Context: an optimization exercise on an open-source flow, tuned for small area. The choices shown serve that exercise and are no tape-out recipe. Only simulation tests tie the RTL to the original design; equivalence was not proved. No activity file was given, so power comes from the tool's default toggle rates.

Setup of the previous run:
## CV_LR5_TOP
module CV_LR5_TOP
(
    input CLK,
    input SYS_NRST,
    input UART_RXD,
    output wire UART_TXD,
    output [7:0] LED
);
For scale: roughly 950 cells after synthesis, ~12 I/O pins, roughly 12000 um2 of cells after synthesis.
clock: 15.0 ns
lec_check: 0
cap_margin: 0
core_margin: 2
core_utilization: 70
cts_buf_list: sky130_fd_sc_hd__clkbuf_8
cts_cluster_diameter: 60
cts_cluster_size: 18
gpl_timing_driven: 0
slew_margin: 0
standard.sh (not shown) runs the stock make flow with config.mk's settings and CLKGATE_MAP_FILE= SYNTH_SCRIPT=/design/flow/synth_recipe.tcl, a recipe that flattens the netlist after the stock synthesis.
==> flow/flow/run.sh <==
#!/bin/bash
set -euo pipefail
cd "$(dirname "$0")/.."
bash standard.sh SYNTH_SCRIPT="$PWD/flow/area_synth.tcl" ADDER_MAP_FILE= \
    "BUFFER_PORTS_ARGS=-buffer_cell sky130_fd_sc_hd__buf_1" finish > flow_make.log 2>&1
==> flow/flow/area_synth.tcl <==
# The standard flow's synthesis script (synth_recipe.tcl, beside flow/), with one change:
# the combinational logic is mapped by ABC with an area-oriented script
# (&deepsyn resynthesis, then area mapping with amap) instead of ORFS's
# delay-driven script with buffering and sizing.  Flip-flop mapping and
# names, and every other step, are those of the standard synthesis.
proc abc {args} {
  set keep [list]
  set skip 0
  foreach a $args {
    if { $skip } { set skip 0; continue }
    if { $a in {-script -constr -D} } { set skip 1; continue }
    lappend keep $a
  }
  yosys abc {*}$keep -script {+strash;&get,-n;&deepsyn,-T,60;&put;dch,-f;amap}
}
source [file join [file dirname [file normalize [info script]]] .. synth_recipe.tcl]
Per the final summary, the previous run finished and its layout is clean on timing, DRC and antenna.
Inputs modified between the previous run and the current run:
--- a/flow/design.v
+++ b/flow/design.v
@@ -14,23 +14,23 @@
            S_EXEC = 4'd8, S_TX = 4'd9;
 reg [9:0] ph;
 always @(posedge CLK) ph <= ph + 10'd1;
 wire [5:0] p6 = ph[5:0];
 wire pass_beg = (p6 == 6'd0);
 wire pass_end = (p6 == 6'd63);
 reg s1, s2;
 always @(posedge CLK) begin
     s1 <= UART_RXD;
     s2 <= s1;
 end
-localparam RX_RST = 2'd0, RX_ARM = 2'd1, RX_BSY = 2'd2, RX_SKP = 2'd3;
+localparam RX_ARM = 2'd0, RX_BSY = 2'd1, RX_SKP = 2'd2, RX_RST = 2'd3;
 reg [1:0] rxst;
 reg [7:0] rsh;
 wire rx_smp = (p6 == 6'd62);
 always @(posedge CLK, negedge SYS_NRST)
 begin
     if (!SYS_NRST) rxst <= RX_RST;
     else if (rx_smp)
         case (rxst)
             RX_ARM:  if (!s2) rxst <= RX_BSY;
             RX_BSY:  if (rsh[0]) rxst <= RX_SKP;      
             default: rxst <= RX_ARM;
@@ -200,61 +200,55 @@
                     c <= 5'd9;
                 end
                 S_KW: begin
                     if (kwdone & (ch == 8'h20)) begin
                         c <= 5'd0;
                         st <= S_OP1;
                     end
                     else if (~kwdone & (ch == rom_ch | kwspec)) begin
                         c <= c + 5'd1;
                         if (kwspec) ty <= T_OFF;
                     end
-                    else begin ty <= T_ERR; c <= 5'd0; st <= S_EXEC; end
+                    else begin ty <= T_ERR; c <= 5'd2; st <= S_TX; end
                 end
                 S_SP2: begin
                     if (ch == 8'h20) begin
                         c <= 5'd0;
                         st <= S_OP2;
                     end
-                    else begin ty <= T_ERR; c <= 5'd0; st <= S_EXEC; end
+                    else begin ty <= T_ERR; c <= 5'd2; st <= S_TX; end
                 end
                 S_OP1, S_OP2: begin
-                    if (~hexok) begin ty <= T_ERR; c <= 5'd0; st <= S_EXEC; end
+                    if (~hexok) begin ty <= T_ERR; c <= 5'd2; st <= S_TX; end
                 end
                 S_CR: begin
                     if (ch == 8'h0D) st <= S_LF;
-                    else begin ty <= T_ERR; c <= 5'd0; st <= S_EXEC; end
+                    else begin ty <= T_ERR; c <= 5'd2; st <= S_TX; end
                 end
                 S_LF: begin
-                    if (ch == 8'h0A) begin
-                        c <= 5'd0;
-                        st <= S_EXEC;
-                    end
-                    else begin ty <= T_ERR; c <= 5'd0; st <= S_EXEC; end
+                    if (ch == 8'h0A) st <= S_EXEC;
+                    else begin ty <= T_ERR; c <= 5'd2; st <= S_TX; end
                 end
                 default: ;
             endcase
         end
         if (st == S_KW1) begin
             if (ch == rom_ch) begin
                 st <= S_KW;
                 c <= 5'd10;
             end
-            else begin ty <= T_ERR; c <= 5'd0; st <= S_EXEC; end
+            else begin ty <= T_ERR; c <= 5'd2; st <= S_TX; end
         end
-        if (st == S_EXEC & pass_end) begin
-            c <= c + 5'd1;
-            if (c[2] & c[0]) begin
-                st <= S_TX;
-                c <= (ty_arith | (ty == T_ERR)) ? 5'd2 : 5'd1;
-            end
+        if (st == S_EXEC & win & (ph[2:0] == 3'd7)) begin
+            st <= S_TX;
+            c <= ty_arith ? 5'd2 : 5'd1;
         end
         if (ch_end) begin
             c <= c + 5'd1;
             if (txch == 8'h0A) st <= S_IDLE;
         end
     end
 end
 wire [63:0] led_k = {40'h2F753998EE, 24'd0};
 wire [63:0] ram_k = {40'h9B7D1AC5E0, 24'd0};
 wire a_ok = (ty == T_WR) ? ((p6 < 6'd29) | (ra[63] == ram_k[p6]))
                          : ((p6 < 6'd25) | (ra[63] == led_k[p6]));
==> comparison <==
- Final worst-path cycle share sits higher in the current run than in the previous run.
- Re maximum achievable frequency: the current run is 12% down on the previous run.
- Layout inverter count without the clock tree: the current run vs the previous run up 8
- Against the previous run, the current run reports a core occupancy in the finished layout that is higher.
- Of the current run and the previous run, the current run shows the higher global-route usage, with the previous run below it.
- The current run vs. the previous run: TritonCTS buffer count went up by 1.
- Summary of the current run over the previous run: final cell area excluding filler cells increased 0.36%; count of non-CTS buffers in the layout decreased 2; number of non-filler instances in the completed layout increased 1.4%; growth of design area from synthesis to finish essentially unchanged; complex-gate fraction of the synthesized area decreased 0.61 points.
- Combinational power share (lower): the current run

separate check: timing with driven ports:
The results above use ideal ports. As a check the final layouts listed here were re-extracted and re-timed, cells and wires unchanged.
Step 1 assumes that a clkbuf_16 drives the clock port and a buf_2 every other input.
Step 2 also shifts input and output timing later by t, the mid clock arrival at the registers, as if the neighbouring blocks saw the same clock.
a / b / c = no drivers / after step 1 / after step 2; a / b = the first two.
run	t, ns	setup WS [ns]	worst slew at a driven data input, ns
the previous run	0.659	9.002 / 9.002 / 9.002	0.03
the current run	0.651	8.216 / 8.216 / 8.216	0.03
After both steps setup and hold are still met in every run listed.
